This design comes from an exercise in tuning for small area, a short achievable clock period and few clock cycles on the open sky130 flow, not from production work.
In this exercise RTL edits were held to simulation tests only and were not proved equivalent to the original.
Power figures rest on the tool's default switching activity, not on a simulated workload.

## RV32core
module  RV32core(
        input clk,                   
        input rst,                   
        output[29:0] imem_addr,      
        input [31:0] imem_data,      
        output[29:0] dmem_addr,      
        output       dmem_we,        
        output[3:0]  dmem_wstrb,     
        output[31:0] dmem_wdata,     
        input [31:0] dmem_rdata      
	);
For scale: about 6000 cells after synthesis, ~1300 flip-flops, roughly 160 I/O pins, roughly 0.068 sq mm of cells after synthesis.
==> flow/config.mk <==
export PLATFORM = sky130hd
export DESIGN_NAME = RV32core
export DESIGN_NICKNAME = RV32core
export VERILOG_FILES = /design/flow/design.v
export SDC_FILE = /design/flow/constraint.sdc
export NUM_CORES = 4
export LEC_CHECK = 0
export CAP_MARGIN = 20
export CORE_MARGIN = 2
export CORE_UTILIZATION = 55
export CTS_CLUSTER_DIAMETER = 120
export CTS_CLUSTER_SIZE = 24
export SLEW_MARGIN = 20
==> flow/constraint.sdc <==
create_clock -name core_clock -period 13.0 [get_ports {clk}]
set_input_delay 2.6000 -clock core_clock [delete_from_list [all_inputs] [get_ports {clk}]]
set_output_delay 2.6000 -clock core_clock [all_outputs]
set_load 0.01 [all_outputs]
standard.sh (not shown) runs the stock make flow with config.mk's settings and CLKGATE_MAP_FILE= SYNTH_SCRIPT=/design/flow/synth_recipe.tcl, a recipe that flattens the netlist after the stock synthesis.
==> flow/flow/run.sh <==
#!/bin/bash
set -euo pipefail
bash standard.sh SETUP_SLACK_MARGIN=9.4 TNS_END_PERCENT=20 \
    "BUFFER_PORTS_ARGS=-buffer_cell sky130_fd_sc_hd__buf_4" \
    finish > standard_flow.log 2>&1
The baseline completed without violations.
Testbench counts at the start, summed over its fixed seeds: cycles 99,919.
Rerun with:
--- a/flow/design.v
+++ b/flow/design.v
@@ -73,28 +73,27 @@
     wire is_opi   = op[6:2] == 5'b00100;
     wire is_op    = op[6:2] == 5'b01100;
     wire use1 = ~(is_lui | is_auipc | is_jal);
     wire use2 = is_op | is_br | is_store;
     wire is_shift = (is_op | is_opi) & f3[1:0] == 2'b01;
     wire wr   = ~(is_br | is_store) & (rd != 5'd0);
     wire [31:0] imm_i = {{20{d_inst[31]}}, d_inst[31:20]};
     wire [31:0] imm_s = {{20{d_inst[31]}}, d_inst[31:25], d_inst[11:7]};
     wire [31:0] imm_b = {{20{d_inst[31]}}, d_inst[7], d_inst[30:25], d_inst[11:8], 1'b0};
     wire [31:0] imm_u = {d_inst[31:12], 12'b0};
     wire [31:0] imm_j = {{12{d_inst[31]}}, d_inst[19:12], d_inst[20], d_inst[30:21], 1'b0};
-    wire [31:0] imm_pc = is_br ? imm_b : is_jal ? imm_j : imm_u;
+    wire [31:0] imm_pc = d_inst[3] ? imm_j : imm_b;
     wire [29:0] d_tgt  = d_pc + imm_pc[31:2];
     wire [29:0] d_pc1  = d_pc + 30'd1;
     wire bpred = is_br & d_fp;               
     wire pred  = is_jal | bpred;
-    wire [29:0] d_jtgt = d_pc + imm_j[31:2];
     wire byp1 = m_wr && m_rd == d_rs1;
     wire byp2 = m_wr && m_rd == d_rs2;
     wire [31:0] rs1v = byp1 ? wb_val : rf_r1;
     wire [31:0] rs2v = byp2 ? wb_val : rf_r2;
     wire f1m = e_valid && e_wr && e_rd == d_rs1;
     wire f2m = e_valid && e_wr && e_rd == d_rs2;
     wire stall = d_valid && e_valid && e_load && e_wr &&
                  ((use1 && e_rd == d_rs1) || (use2 && e_rd == d_rs2));
     wire [31:0] A = e_fa ? m_res : e_a;
     wire [31:0] B = e_fb ? m_res : e_b;
     wire [31:0] C = e_fc ? m_res : e_c;
@@ -157,50 +156,49 @@
     assign dmem_we    = m_we;
     assign dmem_wstrb = m_wstrb;
     assign dmem_wdata = m_wdata;
     wire d_redirect = d_valid && is_jal && !stall;
     wire        f_bb   = imem_data[6:0] == 7'b1100011 && imem_data[31] &&
                          imem_data[7] && imem_data[30:27] == 4'b1111;
     wire [4:0]  f_off  = {imem_data[26:25], imem_data[11:9]};
     wire [5:0]  f_lo   = {1'b0, pc[4:0]} + {1'b0, f_off};
     wire [24:0] pc_hm1 = pc[29:5] - 25'd1;
     wire        f_fp   = f_bb;
     wire [29:0] f_tgt  = {f_lo[5] ? pc[29:5] : pc_hm1, f_lo[4:0]};
-    wire [29:0] pc_nb  = redirect ? e_tgt : stall ? pc : d_redirect ? d_jtgt : pc + 30'd1;
+    wire [29:0] pc_nb  = redirect ? e_tgt : stall ? pc : d_redirect ? d_tgt : pc + 30'd1;
     wire        f_take = f_fp && !redirect && !stall && !d_redirect;
     always @(posedge clk or posedge rst) begin
         if (rst) begin
             pc      <= 30'd0;
             d_valid <= 1'b0;
             e_valid <= 1'b0;
             m_we    <= 1'b0;
             m_wr    <= 1'b0;
         end else begin
             pc      <= f_take ? f_tgt : pc_nb;
             d_valid <= !(redirect || d_redirect) && (stall ? d_valid : 1'b1);
             e_valid <= d_valid && !stall && !redirect;
             m_we    <= e_valid && e_store;
             m_wr    <= e_valid && e_wr;
         end
     end
     always @(posedge clk) begin
         if (!stall) begin
             d_inst <= imem_data;
             d_pc   <= pc;
             d_fp   <= f_fp;
         end
-        e_a   <= (is_lui | is_auipc | is_jal) ? 32'd0 : rs1v;
+        e_a   <= is_auipc ? {d_pc, 2'b00} : (is_lui | is_jal) ? 32'd0 : rs1v;
         e_b   <= is_op | is_br ? rs2v :
                  is_store      ? imm_s :
-                 is_lui        ? imm_u :
-                 is_auipc      ? {d_tgt, 2'b00} : imm_i;
+                 is_lui | is_auipc ? imm_u : imm_i;
         e_c   <= is_store ? rs2v :
                  is_br    ? {(bpred ? d_pc1 : d_tgt), 2'b00} : {d_pc1, 2'b00};
         e_fa  <= f1m & use1;
         e_fb  <= f2m & (is_op | is_br);
         e_fc  <= f2m & is_store;
         e_sh  <= !is_shift ? 5'd0 : is_op ? rs2v[4:0] : d_inst[24:20];
         e_fs  <= f2m & is_op & is_shift;
         e_rd  <= rd;
         e_wr  <= wr;
         e_f3  <= (is_op | is_opi | is_br) ? f3 : 3'b000;
         e_sz  <= f3;
Outcome:
- The new run finished with timing, DRC and antenna clean
- final area drops by 0.85%
- power stays flat
- clock-buffer cell count is lower by 15
- worst setup slack improves by 0.088 ns
- worst hold slack is better by 0.0073 ns
- routed wire length climbs by 0.57%
- synthesized cell count drops by 3.1%
- non-clock buffer count is higher by 39
- area after synthesis fell by 2.3%
- cell count decreases by 2.0%
Testbench counts after the change, summed over its fixed seeds: cycles 99,919.

-- static timing again, ports no longer ideal --
The results above use ideal ports. As a check the final layouts listed here were re-extracted and re-timed, cells and wires unchanged.
Step 1 sets driving cells, clkbuf_16 on the clock port and buf_2 on the other inputs (assumed; they add their load-dependent delay and slew).
Step 2 moves the port delays by t, midway between the first and last clock arrival at a register: inputs arrive t later, outputs are due t later. That takes back most of the time a late clock gives input paths.
Three values: ideal ports, drivers, drivers and shift; two values: the first two.
| run | t, ns | setup slack, ns | hold slack, ns | clock arrival spread, ns | worst slew at a driven data input, ns |
|---|---|---|---|---|---|
| the first run | 0.779 | 8.690 / 8.690 / 8.013 | 0.341 / 0.341 / 0.341 | 0.038 / 0.038 | 0.07 |
| the second run | 0.810 | 8.778 / 8.778 / 8.196 | 0.348 / 0.348 / 0.348 | 0.069 / 0.069 | 0.07 |
After both steps every run listed still meets setup and hold. For the first run, which loses most, drivers alone change the setup slack by 0.000 ns; drivers and shift together by -0.677 ns.
